This is an optimization exercise on Yosys and OpenROAD, whose aim is small area, not a production implementation. At most, simulation tests tie the RTL to the original design; equivalence was not proved. Power is estimated from default activity; no workload was simulated.

==> inputs of v22 <==
Design ALU, start of the top module:
module ALU #(parameter w = 8) (
    clk, rst, CE, IN_valid, MODE, CMD, OPA, OPB, Cin,
    ERR, RES, OF, COUT, G, L, E);
export LEC_CHECK = 0
export CAP_MARGIN = 20
export CORE_MARGIN = 2
export CORE_UTILIZATION = 60
export CTS_BUF_LIST = sky130_fd_sc_hd__clkbuf_4 sky130_fd_sc_hd__clkbuf_8
export GPL_TIMING_DRIVEN = 0
export SLEW_MARGIN = 20
export SYNTH_HIERARCHICAL = 1
create_clock -name core_clock -period 6.0 [get_ports {clk}]
standard.sh (not shown) runs the stock make flow with config.mk's settings and CLKGATE_MAP_FILE= SYNTH_SCRIPT=/design/flow/synth_recipe.tcl, a recipe that flattens the netlist after the stock synthesis.
==> flow/flow/run.sh <==
#!/bin/bash
# Layout flow: the standard layout (standard.sh: ORFS from synthesis to
# finish) with these changes:
#  - synthesis maps the logic with an area-oriented ABC script (deepsyn, then
#    area mapping) instead of ORFS's delay-oriented one. Only the final abc
#    call of ORFS's synthesis is changed: its -script argument is replaced.
#    Everything else, registers included, is the standard synthesis
#    (synth_recipe.tcl).
#  - the buffers that the flow puts on every input and output port are buf_1
#    cells, not the resizer's default choice;
#  - clock tree synthesis adds no dummy loads to balance the tree.
# The full output of the run goes to standard.log in this folder; ORFS keeps
# each step's own log under orfs/logs/.
set -euo pipefail
W=$(pwd)
printf '%s\n' '&get -n' '&st' '&deepsyn -T 10' '&put' 'dch' 'map -a' 'topo' 'stime -c' > "$W/abc_area_deep.script"
cat > "$W/own_synth.tcl" <<EOT
proc abc {args} {
  set i [lsearch -exact \$args -script]
  if {\$i >= 0} { lset args [expr {\$i + 1}] {$W/abc_area_deep.script} }
  yosys abc {*}\$args
}
source {$W/synth_recipe.tcl}
EOT
bash standard.sh \
  "SYNTH_SCRIPT=$W/own_synth.tcl" \
  "BUFFER_PORTS_ARGS=-buffer_cell sky130_fd_sc_hd__buf_1" \
  "CTS_ARGS=-sink_clustering_enable -repair_clock_nets -buf_list {sky130_fd_sc_hd__clkbuf_4 sky130_fd_sc_hd__clkbuf_8} -dont_use_dummy_load" \
  finish > standard.log 2>&1
==> v7 (differences from v22) <==
--- a/flow/design.v
+++ b/flow/design.v
@@ -325,125 +325,125 @@
 wire c134;
 wire p135;
 wire g136;
 alu_xr up135 (s103, c102, p135);
 alu_nr ug136 (s103, c102, g136);
 alu_aoi uc134 (p135, g132, g136, c134);
-alu_xr us133 (p135, g132, s133);
+assign s133 = (p135 ^ g132);
 wire s137;
 wire c138;
 wire p139;
 wire g140;
 alu_xn up139 (s105, c104, p139);
 alu_or ug140 (s105, c104, g140);
 alu_oai uc138 (p139, c134, g140, c138);
-alu_xr us137 (p139, c134, s137);
+assign s137 = (p139 ^ c134);
 wire s141;
 wire c142;
 wire p143;
 wire g144;
 alu_xr up143 (s107, c106, p143);
 alu_nr ug144 (s107, c106, g144);
 alu_aoi uc142 (p143, c138, g144, c142);
-alu_xr us141 (p143, c138, s141);
+assign s141 = (p143 ^ c138);
 wire s145;
 wire c146;
 wire p147;
 wire g148;
 alu_xn up147 (s109, c108, p147);
 alu_or ug148 (s109, c108, g148);
 alu_oai uc146 (p147, c142, g148, c146);
-alu_xr us145 (p147, c142, s145);
+assign s145 = (p147 ^ c142);
 wire s149;
 wire c150;
 wire p151;
 wire g152;
 alu_xr up151 (s111, c110, p151);
 alu_nr ug152 (s111, c110, g152);
 alu_aoi uc150 (p151, c146, g152, c150);
-alu_xr us149 (p151, c146, s149);
+assign s149 = (p151 ^ c146);
 wire s153;
 wire c154;
 wire p155;
 wire g156;
 alu_xn up155 (s113, c112, p155);
 alu_or ug156 (s113, c112, g156);
 alu_oai uc154 (p155, c150, g156, c154);
-alu_xr us153 (p155, c150, s153);
+assign s153 = (p155 ^ c150);
 wire s157;
 wire c158;
 wire p159;
 wire g160;
 alu_xr up159 (s115, c114, p159);
 alu_nr ug160 (s115, c114, g160);
 alu_aoi uc158 (p159, c154, g160, c158);
-alu_xr us157 (p159, c154, s157);
+assign s157 = (p159 ^ c154);
 wire s161;
 wire c162;
 wire p163;
 wire g164;
 alu_xn up163 (s117, c116, p163);
 alu_or ug164 (s117, c116, g164);
 alu_oai uc162 (p163, c158, g164, c162);
-alu_xr us161 (p163, c158, s161);
+assign s161 = (p163 ^ c158);
 wire s165;
 wire c166;
 wire p167;
 wire g168;
 alu_xr up167 (s119, c118, p167);
 alu_nr ug168 (s119, c118, g168);
 alu_aoi uc166 (p167, c162, g168, c166);
-alu_xr us165 (p167, c162, s165);
+assign s165 = (p167 ^ c162);
 wire s169;
 wire c170;
 wire p171;
 wire g172;
 alu_xn up171 (s121, c120, p171);
 alu_or ug172 (s121, c120, g172);
 alu_oai uc170 (p171, c166, g172, c170);
-alu_xr us169 (p171, c166, s169);
+assign s169 = (p171 ^ c166);
 wire s173;
 wire c174;
 wire p175;
 wire g176;
 alu_xr up175 (s123, c122, p175);
 alu_nr ug176 (s123, c122, g176);
 alu_aoi uc174 (p175, c170, g176, c174);
-alu_xr us173 (p175, c170, s173);
+assign s173 = (p175 ^ c170);
 wire s177;
 wire c178;
 wire p179;
 wire g180;
 alu_xn up179 (s125, c124, p179);
 alu_or ug180 (s125, c124, g180);
 alu_oai uc178 (p179, c174, g180, c178);
-alu_xr us177 (p179, c174, s177);
+assign s177 = (p179 ^ c174);
 wire s181;
 wire c182;
 wire p183;
 wire g184;
 alu_xr up183 (s127, c126, p183);
 alu_nr ug184 (s127, c126, g184);
 alu_aoi uc182 (p183, c178, g184, c182);
-alu_xr us181 (p183, c178, s181);
+assign s181 = (p183 ^ c178);
 wire s185;
 wire c186;
 wire p187;
 wire g188;
 alu_xn up187 (s129, c128, p187);
 alu_or ug188 (s129, c128, g188);
 alu_oai uc186 (p187, c182, g188, c186);
-alu_xr us185 (p187, c182, s185);
+assign s185 = (p187 ^ c182);
 wire s189;
 wire c190;
 wire p191;
 wire g192;
 alu_xr up191 (ppn[8][7], c130, p191);
 alu_nr ug192 (ppn[8][7], c130, g192);
 alu_aoi uc190 (p191, c186, g192, c190);
-alu_xr us189 (p191, c186, s189);
+assign s189 = (p191 ^ c186);
 wire s193;
 assign s193 = ~c190;
 assign P = {s193, s189, s185, s181, s177, s173, s169, s165, s161, s157, s153, s149, s145, s141, s137, s133, s131};
 wire arith = rows & ~aq1;
 wire shrot = aq1 & ~rows;
 wire lgc   = ~rows & ~aq1 & ~aq2;
--- a/flow/flow/run.sh
+++ b/flow/flow/run.sh
@@ -10,20 +10,20 @@
 #    cells, not the resizer's default choice;
 #  - clock tree synthesis adds no dummy loads to balance the tree.
 # The full output of the run goes to standard.log in this folder; ORFS keeps
 # each step's own log under orfs/logs/.
 set -euo pipefail
 W=$(pwd)
-printf '%s\n' '&get -n' '&st' '&deepsyn -T 10' '&put' 'dch' 'map -a' 'topo' 'stime -c' > "$W/abc_area_deep.script"
+printf '%s\n' '&get -n' '&st' '&deepsyn -T 30' '&put' 'dch' 'map -a' 'topo' 'stime -c' > "$W/abc_area_deep.script"
 cat > "$W/own_synth.tcl" <<EOT
 proc abc {args} {
   set i [lsearch -exact \$args -script]
   if {\$i >= 0} { lset args [expr {\$i + 1}] {$W/abc_area_deep.script} }
   yosys abc {*}\$args
 }
 source {$W/synth_recipe.tcl}
 EOT
 bash standard.sh \
   "SYNTH_SCRIPT=$W/own_synth.tcl" \
   "BUFFER_PORTS_ARGS=-buffer_cell sky130_fd_sc_hd__buf_1" \
-  "CTS_ARGS=-sink_clustering_enable -repair_clock_nets -buf_list {sky130_fd_sc_hd__clkbuf_4 sky130_fd_sc_hd__clkbuf_8} -dont_use_dummy_load" \
+  "CTS_ARGS=-sink_clustering_enable -repair_clock_nets -buf_list {sky130_fd_sc_hd__clkbuf_4} -dont_use_dummy_load" \
   finish > standard.log 2>&1
CTS_BUF_LIST = sky130_fd_sc_hd__clkbuf_4   (was sky130_fd_sc_hd__clkbuf_4 sky130_fd_sc_hd__clkbuf_8)
GPL_TIMING_DRIVEN = unset   (was 0)
==> v12 (differences from v22) <==
--- a/flow/design.v
+++ b/flow/design.v
@@ -78,38 +78,38 @@
             default: bad = 1'b1;
         endcase
     end
 end
 wire err_in = bad | (need_a & ~IN_valid[0]) | (need_b & ~IN_valid[1]);
 wire mul_in = MODE & (CMD == 4'b1001 || CMD == 4'b1010);
-wire [7:0] a_in = err_in ? 8'h00 : ({8{sela}} & OPA) | ka;
+wire [7:0] a_in = ({8{sela}} & OPA) | ka;
 wire [7:0] b_in = ({8{selb}} & (OPB ^ {8{invb}})) | kb | ({8{rot}} & rot_hot);
 wire [7:0] code_in = err_in ? {2'b00, mul_in, 1'b0, mul_in, 3'b000} :
-                     {rows_i, aq1_i, aq2_i, ci_i, s_i};
+                     {rows_i, aq1_i | aq2_i, aq2_i, ci_i, s_i};
 reg [7:0] A, B;
-reg rows, aq1, aq2, ci;
+reg rows, aq, m2, ci;
 reg [3:0] s;
 always @(posedge clk) begin
     if (CE) begin
         A <= a_in;
         B <= b_in;
     end
 end
 always @(posedge clk or posedge rst) begin
     if (rst)
-        {rows, aq1, aq2, ci, s} <= 8'h00;
+        {rows, aq, m2, ci, s} <= 8'h00;
     else if (CE)
-        {rows, aq1, aq2, ci, s} <= code_in;
+        {rows, aq, m2, ci, s} <= code_in;
 end
-wire [8:0] Aq = ({9{aq1}} & {1'b0, A}) | ({9{aq2}} & {A, 1'b0});
+wire [7:0] Aq = {8{aq}} & A;
 wire [7:0] X = {8{rows}} & A;
 wire [7:0] Y = {8{rows}} & B;
-wire [7:0] pp [0:8];
-wire [7:0] ppn [0:8];
+wire [7:0] pp [0:7];
+wire [7:0] ppn [0:7];
 genvar gi;
-generate for (gi = 0; gi < 9; gi = gi + 1) begin : g_pp
+generate for (gi = 0; gi < 8; gi = gi + 1) begin : g_pp
     assign pp[gi] = {8{Aq[gi]}} & B;
     assign ppn[gi] = ~({8{Aq[gi]}} & B);
 end endgenerate
 wire [7:0] Xn = ~X;
 wire [7:0] Yn = ~Y;
 wire cin = ~ci;
@@ -153,22 +153,25 @@
 alu_fa us21 (ppn[1][7], ppn[2][6], ppn[3][5], s21, c22);
 wire s23;
 wire c24;
 alu_fa us23 (ppn[4][4], ppn[5][3], ppn[6][2], s23, c24);
 wire s25;
 wire c26;
-alu_fa us25 (ppn[7][1], ppn[8][0], c2, s25, c26);
+alu_xn us25 (ppn[7][1], c2, s25);
+alu_or uc26 (ppn[7][1], c2, c26);
 wire s27;
 wire c28;
 alu_fa us27 (ppn[2][7], ppn[3][6], ppn[4][5], s27, c28);
 wire s29;
 wire c30;
-alu_fa us29 (ppn[5][4], ppn[6][3], ppn[7][2], s29, c30);
+alu_xn us29 (ppn[5][4], ppn[6][3], s29);
+alu_or uc30 (ppn[5][4], ppn[6][3], c30);
 wire s31;
 wire c32;
-alu_fa us31 (ppn[3][7], ppn[4][6], ppn[5][5], s31, c32);
+alu_xn us31 (ppn[3][7], ppn[4][6], s31);
+alu_or uc32 (ppn[3][7], ppn[4][6], c32);
 wire s33;
 wire c34;
 alu_xn us33 (ppn[0][2], ppn[1][1], s33);
 alu_or uc34 (ppn[0][2], ppn[1][1], c34);
 wire s35;
 wire c36;
@@ -206,31 +209,33 @@
 alu_fa us55 (s21, s23, s25, s55, c56);
 wire s57;
 wire c58;
 alu_fa us57 (c16, c18, c20, s57, c58);
 wire s59;
 wire c60;
-alu_fa us59 (ppn[8][1], s27, s29, s59, c60);
+alu_fa us59 (ppn[7][2], s27, s29, s59, c60);
 wire s61;
 wire c62;
 alu_fa us61 (c22, c24, c26, s61, c62);
 wire s63;
 wire c64;
-alu_fa us63 (ppn[6][4], ppn[7][3], ppn[8][2], s63, c64);
+alu_fa us63 (ppn[5][5], ppn[6][4], ppn[7][3], s63, c64);
 wire s65;
 wire c66;
 alu_fa us65 (s31, c28, c30, s65, c66);
 wire s67;
 wire c68;
 alu_fa us67 (ppn[4][7], ppn[5][6], ppn[6][5], s67, c68);
 wire s69;
 wire c70;
-alu_fa us69 (ppn[7][4], ppn[8][3], c32, s69, c70);
+alu_xn us69 (ppn[7][4], c32, s69);
+alu_or uc70 (ppn[7][4], c32, c70);
 wire s71;
 wire c72;
-alu_fa us71 (ppn[5][7], ppn[6][6], ppn[7][5], s71, c72);
+alu_xn us71 (ppn[5][7], ppn[6][6], s71);
+alu_or uc72 (ppn[5][7], ppn[6][6], c72);
 wire s73;
 wire c74;
 alu_xn us73 (ppn[0][0], Xn[0], s73);
 alu_or uc74 (ppn[0][0], Xn[0], c74);
 wire s75;
 wire c76;
@@ -264,16 +269,17 @@
 alu_fa us93 (s63, s65, c60, s93, c94);
 wire s95;
 wire c96;
 alu_fa us95 (s67, s69, c64, s95, c96);
 wire s97;
 wire c98;
-alu_fa us97 (ppn[8][4], s71, c68, s97, c98);
+alu_fa us97 (ppn[7][5], s71, c68, s97, c98);
 wire s99;
 wire c100;
-alu_fa us99 (ppn[6][7], ppn[7][6], ppn[8][5], s99, c100);
+alu_xn us99 (ppn[6][7], ppn[7][6], s99);
+alu_or uc100 (ppn[6][7], ppn[7][6], c100);
 wire s101;
 wire c102;
 alu_xn us101 (Yn[0], cin, s101);
 alu_or uc102 (Yn[0], cin, c102);
 wire s103;
 wire c104;
@@ -313,13 +319,14 @@
 alu_fa us125 (c70, s97, c96, s125, c126);
 wire s127;
 wire c128;
 alu_fa us127 (c72, s99, c98, s127, c128);
 wire s129;
 wire c130;
-alu_fa us129 (ppn[7][7], ppn[8][6], c100, s129, c130);
+alu_xn us129 (ppn[7][7], c100, s129);
+alu_or uc130 (ppn[7][7], c100, c130);
 wire s131;
 wire g132;
 alu_xr us131 (s73, s101, s131);
 alu_nr ug132 (s73, s101, g132);
 wire s133;
 wire c134;
@@ -432,55 +439,53 @@
 alu_xn up187 (s129, c128, p187);
 alu_or ug188 (s129, c128, g188);
 alu_oai uc186 (p187, c182, g188, c186);
 alu_xr us185 (p187, c182, s185);
 wire s189;
 wire c190;
-wire p191;
-wire g192;
-alu_xr up191 (ppn[8][7], c130, p191);
-alu_nr ug192 (ppn[8][7], c130, g192);
-alu_aoi uc190 (p191, c186, g192, c190);
-alu_xr us189 (p191, c186, s189);
-wire s193;
-assign s193 = ~c190;
-assign P = {s193, s189, s185, s181, s177, s173, s169, s165, s161, s157, s153, s149, s145, s141, s137, s133, s131};
-wire arith = rows & ~aq1;
-wire shrot = aq1 & ~rows;
-wire lgc   = ~rows & ~aq1 & ~aq2;
-wire mulop = aq2 | (rows & aq1);
+alu_onb uc190 (c130, c186, c190);
+alu_xn us189 (c130, c186, s189);
+wire s191;
+assign s191 = ~c190;
+assign P = {s191, s189, s185, s181, s177, s173, s169, s165, s161, s157, s153, s149, s145, s141, s137, s133, s131};
+wire arith = rows & ~aq;
+wire shrot = aq & ~rows & ~m2;
+wire lgc   = ~rows & ~aq;
+wire mulop = m2 | (rows & aq);
 wire lo_en = arith | (shrot & s[1]);
 wire hi_en = shrot & s[0];
 wire en8   = arith | (shrot & s[2]);
 wire [3:0] tt = {4{lgc}} & s;
 wire inv16 = lgc & s[0];
 wire k8 = arith & (s[3] | (s[2] & (A[7] ^ B[7])));
 wire U  = arith & (k8 ? ~P[8] : (s[2] & A[7]));
 reg [7:0] lo;
 integer i;
 always @(*)
     for (i = 0; i < 8; i = i + 1)
-        lo[i] = (lo_en & P[i]) | (hi_en & P[i+8]) | tt[{A[i], B[i]}];
+        lo[i] = (lo_en & P[i]) | (hi_en & P[i+8]) |
+                (tt[3] & A[i] & B[i]) | (tt[2] & A[i] & ~B[i]) |
+                (tt[1] & ~A[i] & B[i]) | (tt[0] & ~A[i] & ~B[i]);
 wire r8 = (en8 & P[8]) ^ k8;
 wire [16:0] R = {U | inv16, {7{U}}, r8, lo};
 wire cout_n = arith & ~s[3] & ~s[2] & P[8];
 wire of_n = arith & ((s[3] & ~s[0] & ~P[8]) |
                      (s[2] & (A[7] == B[7]) & (P[7] != A[7])));
 wire cmp = arith & s[2];
 wire e_n = cmp & s[1] & s[0];
 wire l_n = cmp & ~s[1] & s[0];
 wire g_n = cmp & s[1] & ~s[0];
-wire err_n = (lgc & (s == 4'b0000)) | (aq2 & s[3]);
+wire err_n = (lgc & (s == 4'b0000)) | (m2 & s[3]);
 reg [16:0] RES_m;
 always @(posedge clk or posedge rst) begin
     if (rst) begin
         RES <= 0; RES_m <= 0;
         COUT <= 0; OF <= 0; G <= 0; L <= 0; E <= 0; ERR <= 0;
     end else if (CE) begin
         if (mulop) begin
-            RES_m <= P;
+            RES_m <= m2 ? {P[15:0], 1'b0} : P;
             RES <= RES_m;
         end else
             RES <= R;
         COUT <= cout_n;
         OF <= of_n;
         G <= g_n;
GPL_TIMING_DRIVEN = unset   (was 0)
==> impl_results.md <==
- Outcome: timing/DRC/antenna clean
- CTS root buffer: clkbuf_4
- Core Util, Final: 0.689
- Routed wl met2: 7390 um
- Non-CTS buffers: 84
- Placed Area: 0.00620 mm2
- Routed WL per cell: 17.9 um
- Seq power: 0.000614 W
- Clk_skew: 0.0385 ns
- Commonest non-fill, non-tap cells in the layout: 166 x nand2_1, 62 x clkinv_1, 57 x fa_1, 53 x nor2_1, 49 x buf_1
- Placed cells: 859
- Combinational cell power: between 0.0008 and 0.0009 W
- Syn Nets: 757
- FF/Latch Area: 0.00168 mm2
- Mux contribution to synthesized area: 0
- Final non-filler cell total: 868
That was v7.
==> impl_results.md <==
- Non-CTS buffers: 77
- Final non-filler cell total: 869
- Syn Nets: 758
- Placed Area: 0.00613 mm2
- Commonest non-fill, non-tap cells in the layout: 133 x nand2_1, 81 x nor2_1, 79 x clkinv_1, 50 x fa_1
- Combinational cell power: 0.000387 W
- Seq power: 0.000572 W
- Outcome: timing/DRC/antenna clean
- FF/Latch Area: 0.00168 mm2
- Placed cells: 860
- Clk_skew: 0.0276 ns
- Mux contribution to synthesized area: 0
- Routed WL per cell: 17.2 um
- Routed wl met2: between 6000 and 7000 um
That was v12.
==> impl_results.md <==
- CTS root buffer: clkbuf_8
- Core Util, Final: 0.693
- Routed WL per cell: 18.1 um
- Routed wl met2: slightly above 7000 um
- Syn Nets: about 760
- Seq power: 0.000640 W
- Commonest non-fill, non-tap cells in the layout: 148 x nand2_1, 74 x nor2_1, 59 x clkinv_1, 57 x fa_1, 50 x a21oi_1
- Outcome: timing/DRC/antenna clean
- Placed cells: 832
- Clk_skew: around 0.025 ns
That was v22.
Function not checked in v7 and v12: the RTL went through the layout flow alone.

==> afterwards: timing with drivers on the ports <==
The flow's constraints put no driver on any port. The routed layouts listed below were extracted and timed again, unchanged, in two steps. Step 1 (the two cells are an assumption about what drives the block):
set clk [get_ports {clk}]
set_driving_cell -lib_cell sky130_fd_sc_hd__clkbuf_16 $clk
set_driving_cell -lib_cell sky130_fd_sc_hd__buf_2 [delete_from_list [all_inputs] $clk]
Step 2 times the ports against the registers' clock, not the clock port: input delays grow and output delays shrink by t, the midpoint of the rising clock arrivals with the driver on. a / b / c = no drivers / after step 1 / after step 2; a / b = the first two.
run | t, ns | setup slack, ns | latest minus earliest clock arrival (ns) | worst slew at a driven data input, ns
v22 | 0.360 | 0.249 / 0.249 / 0.249 | 0.025 / 0.025 | 0.04
v7 | 0.415 | 0.399 / 0.399 / 0.399 | 0.039 / 0.038 | 0.04
v12 | 0.366 | 0.370 / 0.370 / 0.370 | 0.027 / 0.028 | 0.04
After both steps setup and hold are still met in every run listed.
